Context: an optimization exercise on an open-source flow, tuned for small area, a short achievable clock period and few clock cycles. The choices shown serve that exercise and are no tape-out recipe. RTL that was checked went through simulation tests only; none was proved equivalent to the original. Power is estimated from default activity; no workload was simulated.

==> module proc, before the edit <==
module proc (
   imem_addr, dmem_addr, dmem_wdata, dmem_en, dmem_wr, halt,
   clk, rst, imem_rdata, dmem_rdata
   );
   input clk;
   input rst;
   output [15:0] imem_addr;
   input  [15:0] imem_rdata;
   output [15:0] dmem_addr;
   output [15:0] dmem_wdata;
   output        dmem_en;
   output        dmem_wr;
   input  [15:0] dmem_rdata;
   output        halt;
   reg  [15:0] ir;
   reg  [15:1] f;               
   reg  [15:0] r0, r1, r2, r3, r4, r5, r6, r7;
   wire [4:0]  op = ir[15:11];
   wire [2:0]  rs = ir[10:8];
   wire [2:0]  rt = ir[7:5];
   wire [2:0]  rd = ir[4:2];
   reg  [15:0] a, an, b;
   wire [2:0]  nrs = imem_rdata[10:8];
   always @* begin
      case (nrs)
        3'd0: an = r0; 3'd1: an = r1; 3'd2: an = r2; 3'd3: an = r3;
        3'd4: an = r4; 3'd5: an = r5; 3'd6: an = r6; default: an = r7;
      endcase
      case (rt)
        3'd0: b = r0; 3'd1: b = r1; 3'd2: b = r2; 3'd3: b = r3;
        3'd4: b = r4; 3'd5: b = r5; 3'd6: b = r6; default: b = r7;
      endcase
   end
   wire [15:0] s5  = {{11{ir[4]}}, ir[4:0]};
   wire [15:0] z5  = {11'd0, ir[4:0]};
   wire [15:0] s8  = {{8{ir[7]}}, ir[7:0]};
   wire        jr   = (op[4:2] == 3'b001) & op[0];        
   wire [15:0] agu  = a + (jr ? s8 : s5);
   wire        az   = ~|a;
   wire        bcond = (op[1:0] == 2'b00) ?  az :
                       (op[1:0] == 2'b01) ? ~az :
                       (op[1:0] == 2'b10) ?  a[15] : ~a[15];
   wire        isbr = (op[4:2] == 3'b011);
   wire        isj  = (op[4:2] == 3'b001) & ~op[0];       
   wire        taken = (isbr & bcond) | isj;
   wire [15:1] boff = isj ? {{5{ir[10]}}, ir[10:1]} : {{8{ir[7]}}, ir[7:1]};
   wire [15:1] btgt = f + boff;
   wire [15:1] nxt  = jr ? agu[15:1] : taken ? btgt : f;
   assign imem_addr = {nxt, 1'b0};
   always @(posedge clk) begin
      if (rst) begin
         f  <= 15'd0;
         ir <= {5'b00001, imem_rdata[10:0]};            
      end else begin
         f  <= nxt + 15'd1;
         ir <= imem_rdata;
      end
   end
   assign halt = (op == 5'b00000);
   wire        isst = (op == 5'b10000) | (op == 5'b10011);
   wire        isld = (op == 5'b10001);
   assign dmem_addr  = agu;
   assign dmem_wdata = b;
   assign dmem_en    = isst | isld;
   assign dmem_wr    = isst;
   wire        rfmt = (op[4:3] == 2'b11);
   wire        sub  = rfmt ? ((op[2:0] == 3'b011) ? ir[0] : (op[2:0] == 3'b101 || op[2:0] == 3'b110))
                           : 1'b1;                        
   wire [15:0] ax   = sub ? ~a : a;
   wire [15:0] by   = rfmt ? b : s5;
   wire [16:0] sum  = {1'b0, ax} + {1'b0, by} + {16'd0, sub};
   wire        eq   = (a == b);
   wire        sle  = (a[15] & ~b[15]) | (~(a[15] ^ b[15]) & sum[16]);
   wire        slt  = sle & ~eq;
   wire [15:0] lb   = rfmt ? b : z5;
   wire [15:0] lres = ((rfmt ? ir[0] : op[0]) ? (a & ~lb) : (a ^ lb));
   wire [1:0]  sht  = rfmt ? ir[1:0] : op[1:0];
   wire [3:0]  cnt  = rfmt ? b[3:0] : ir[3:0];
   wire [3:0]  k    = sht[1] ? (4'd0 - cnt) : cnt;
   wire [15:0] t1   = k[0] ? {a[14:0], a[15]}    : a;
   wire [15:0] t2   = k[1] ? {t1[13:0], t1[15:14]} : t1;
   wire [15:0] t3   = k[2] ? {t2[11:0], t2[15:12]} : t2;
   wire [15:0] rot  = k[3] ? {t3[7:0], t3[15:8]}   : t3;
   reg  [15:0] mask;
   integer i;
   always @* begin
      for (i = 0; i < 16; i = i + 1)
        mask[i] = ~sht[0] | (sht[1] ? (15 - i >= cnt) : (i >= cnt));
   end
   wire [15:0] shres = rot & mask;
   reg  [15:0] btr;
   always @* begin
      for (i = 0; i < 16; i = i + 1)
        btr[i] = a[15 - i];
   end
   reg  [15:0] wd;
   reg  [2:0]  wa;
   reg         we;
   always @* begin
      wd = agu; wa = rd; we = 1'b0;
      case (op)
        5'b01000: begin we = 1; wa = rt; wd = agu; end                
        5'b01001: begin we = 1; wa = rt; wd = sum[15:0]; end          
        5'b01010, 5'b01011: begin we = 1; wa = rt; wd = lres; end     
        5'b10100, 5'b10101, 5'b10110, 5'b10111:
                  begin we = 1; wa = rt; wd = shres; end              
        5'b10001: begin we = 1; wa = rt; wd = dmem_rdata; end         
        5'b10011: begin we = 1; wa = rs; wd = agu; end                
        5'b11001: begin we = 1; wa = rd; wd = btr; end                
        5'b11011: begin we = 1; wa = rd; wd = ir[1] ? lres : sum[15:0]; end
        5'b11010: begin we = 1; wa = rd; wd = shres; end
        5'b11100: begin we = 1; wa = rd; wd = {15'd0, eq}; end
        5'b11101: begin we = 1; wa = rd; wd = {15'd0, slt}; end
        5'b11110: begin we = 1; wa = rd; wd = {15'd0, sle}; end
        5'b11111: begin we = 1; wa = rd; wd = {15'd0, sum[16]}; end
        5'b11000: begin we = 1; wa = rs; wd = s8; end                 
        5'b10010: begin we = 1; wa = rs; wd = {a[7:0], ir[7:0]}; end  
        5'b00110, 5'b00111: begin we = 1; wa = 3'd7; wd = {f, 1'b0}; end  
        default: ;
      endcase
   end
   always @(posedge clk)
      a <= (we && wa == nrs) ? wd : an;
   always @(posedge clk) begin
      if (we) begin
         case (wa)
           3'd0: r0 <= wd; 3'd1: r1 <= wd; 3'd2: r2 <= wd; 3'd3: r3 <= wd;
           3'd4: r4 <= wd; 3'd5: r5 <= wd; 3'd6: r6 <= wd; default: r7 <= wd;
         endcase
      end
   end
endmodule
==> flow/config.mk <==
export PLATFORM = sky130hd
export DESIGN_NAME = proc
export DESIGN_NICKNAME = proc
export VERILOG_FILES = /design/flow/design.v
export SDC_FILE = /design/flow/constraint.sdc
export NUM_CORES = 4
export LEC_CHECK = 0
export CAP_MARGIN = 20
export CORE_MARGIN = 2
export CORE_UTILIZATION = 40
export SETUP_SLACK_MARGIN = 4.5
export SLEW_MARGIN = 20
==> flow/constraint.sdc <==
create_clock -name core_clock -period 9.0 [get_ports {clk}]
set_input_delay 1.8000 -clock core_clock [delete_from_list [all_inputs] [get_ports {clk}]]
set_output_delay 1.8000 -clock core_clock [all_outputs]
set_load 0.01 [all_outputs]
run.sh (not shown) runs the stock make flow with config.mk's settings and CLKGATE_MAP_FILE= SYNTH_SCRIPT=/design/flow/synth_recipe.tcl, a recipe that flattens the netlist after the stock synthesis.
Rerun with:
--- a/flow/design.v
+++ b/flow/design.v
@@ -36,13 +36,8 @@
    wire [15:0] s8  = {{8{ir[7]}}, ir[7:0]};
    wire        jr   = (op[4:2] == 3'b001) & op[0];        
    wire [15:0] agu  = a + (jr ? s8 : s5);
-   wire        az   = ~|a;
-   wire        bcond = (op[1:0] == 2'b00) ?  az :
-                       (op[1:0] == 2'b01) ? ~az :
-                       (op[1:0] == 2'b10) ?  a[15] : ~a[15];
-   wire        isbr = (op[4:2] == 3'b011);
+   reg         taken;
    wire        isj  = (op[4:2] == 3'b001) & ~op[0];       
-   wire        taken = (isbr & bcond) | isj;
    wire [15:1] boff = isj ? {{5{ir[10]}}, ir[10:1]} : {{8{ir[7]}}, ir[7:1]};
    wire [15:1] btgt = f + boff;
    wire [15:1] nxt  = jr ? agu[15:1] : taken ? btgt : f;
@@ -119,8 +114,17 @@
         default: ;
       endcase
    end
-   always @(posedge clk)
-      a <= (we && wa == nrs) ? wd : an;
+   wire [15:0] av   = (we && wa == nrs) ? wd : an;
+   wire [4:0]  nop_ = imem_rdata[15:11];
+   wire        naz  = ~|av;
+   wire        nbc  = (nop_[1:0] == 2'b00) ?  naz :
+                      (nop_[1:0] == 2'b01) ? ~naz :
+                      (nop_[1:0] == 2'b10) ?  av[15] : ~av[15];
+   wire        ntk  = ((nop_[4:2] == 3'b011) & nbc) | ((nop_[4:2] == 3'b001) & ~nop_[0]);
+   always @(posedge clk) begin
+      a     <= av;
+      taken <= ~rst & ntk;
+   end
    always @(posedge clk) begin
       if (we) begin
          case (wa)
The new run completed without violations.
Fmax increases by a few percent.
Cell area climbs by a few percent.
Routed wire length is higher by a few percent.
Count of clock-buffer cells in the layout stays the same.
Worst setup slack improved by 0.23 ns.
First-iteration DRC count rises by roughly a tenth.
Hold slack improved by 0.040 ns.
Final cell count rose slightly.
Area after synthesis goes up slightly.
Sequential share of layout area falls by 0.59 points.
Clock power rises by a little under a tenth.
No functional check of the RTL was part of any run of this note.


proc, a different RTL version from the one above (not shown whole).
Size: roughly 1800 cells after synthesis, roughly 230 flip-flops, roughly 85 I/O pins.
clock: 9.0 ns
lec_check: 0
abc_area: 1
cap_margin: 20
core_margin: 2
core_utilization: 40
cts_buf_list: sky130_fd_sc_hd__clkbuf_16
cts_cluster_diameter: 100
cts_cluster_size: 20
setup_slack_margin: 5.0
slew_margin: 20
Testbench counts at the start, summed over its fixed seeds: cycles 87,473.
Change:
--- a/flow/design.v
+++ b/flow/design.v
@@ -84,30 +84,29 @@
    reg         s_agu, s_add, s_log, s_sh, s_btr, s_cmp, s_imm, s_slbi, s_ld, s_link;
    wire [15:8] agh   = x_inc ? a[15:8] + 8'd1 : x_dec ? a[15:8] - 8'd1 : a[15:8];
    wire [15:0] agu   = {agh, agl};
    assign dmem_addr  = agu;
    assign dmem_wdata = b;
    assign dmem_en    = x_en;
    assign dmem_wr    = x_wr;
    assign halt       = x_halt;
    wire [15:1] nxt   = ({15{nx_f}} & f) | ({15{nx_bt}} & bt) | ({15{nx_agu}} & agu[15:1]);
    assign imem_addr  = {nxt, 1'b0};
    wire [15:0] ax   = x_sub ? ~a : a;
-   wire [15:0] p    = ax ^ b;
-   wire [16:0] sum  = pfx16(p, ax & b, x_sub);
-   wire        eq   = x_sub ? &p : ~|p;           
+   wire [16:0] sum  = pfx16(ax ^ b, ax & b, x_sub);
+   wire        eq   = (a == b);
    wire        sle  = (a[15] & ~b[15]) | (~(a[15] ^ b[15]) & sum[16]);
    wire        cmpb = (x_cmpt == 2'd0) ? eq :
                       (x_cmpt == 2'd1) ? (sle & ~eq) :
                       (x_cmpt == 2'd2) ? sle : sum[16];
-   wire [15:0] lres = p & (a | {16{~x_andn}});     
+   wire [15:0] lres = x_andn ? (a & ~b) : (a ^ b);
    wire [3:0]  k    = b[3:0];
    wire [15:0] t1   = k[0] ? {a[14:0], a[15]}      : a;
    wire [15:0] t2   = k[1] ? {t1[13:0], t1[15:14]} : t1;
    wire [15:0] t3   = k[2] ? {t2[11:0], t2[15:12]} : t2;
    wire [15:0] rot  = k[3] ? {t3[7:0], t3[15:8]}   : t3;
    reg  [15:0] mask, btr;
    integer i;
    always @* begin
       for (i = 0; i < 16; i = i + 1) begin
          mask[i] = ~x_sht[0] | (x_sht[1] ? (i < k || k == 4'd0) : (i >= k));
          btr[i]  = a[15 - i];
Outcome: Global-route usage falls by 0.72 points; power falls by 2.3%; critical path depth falls by 3; die area rises by about 2%; worst hold slack improves by 0.024 ns.
Testbench counts after the change, summed over its fixed seeds: cycles 87,473.

-- re-timing with driven ports --
How much do the figures lean on ideal ports? The routed layouts below were timed once more, with nothing changed but the port constraints.
Step 1: set_driving_cell puts a clkbuf_16 on clk and a buf_2 on each other input, an assumption about the parent block.
Step 2 also shifts input and output timing later by t, the mid clock arrival at the registers, as if the neighbouring blocks saw the same clock.
Three values: ideal, step 1, step 2; two values: the first two.
run	t (ns)	setup WS [ns]	latest minus earliest clock arrival (ns)
the first run of note 1	0.510	3.400 / 3.351 / 3.705	0.029 / 0.029
the second run of note 1	0.498	3.626 / 3.574 / 3.798	0.016 / 0.016
the first run of note 2	0.559	5.067 / 5.014 / 4.525	0.058 / 0.059
the second run of note 2	0.554	5.035 / 4.982 / 4.533	0.037 / 0.037
After both steps setup and hold are still met in every run listed. The setup slack of the first run of note 2, which loses most, moves by -0.053 ns with the drivers and by -0.542 ns with both steps.
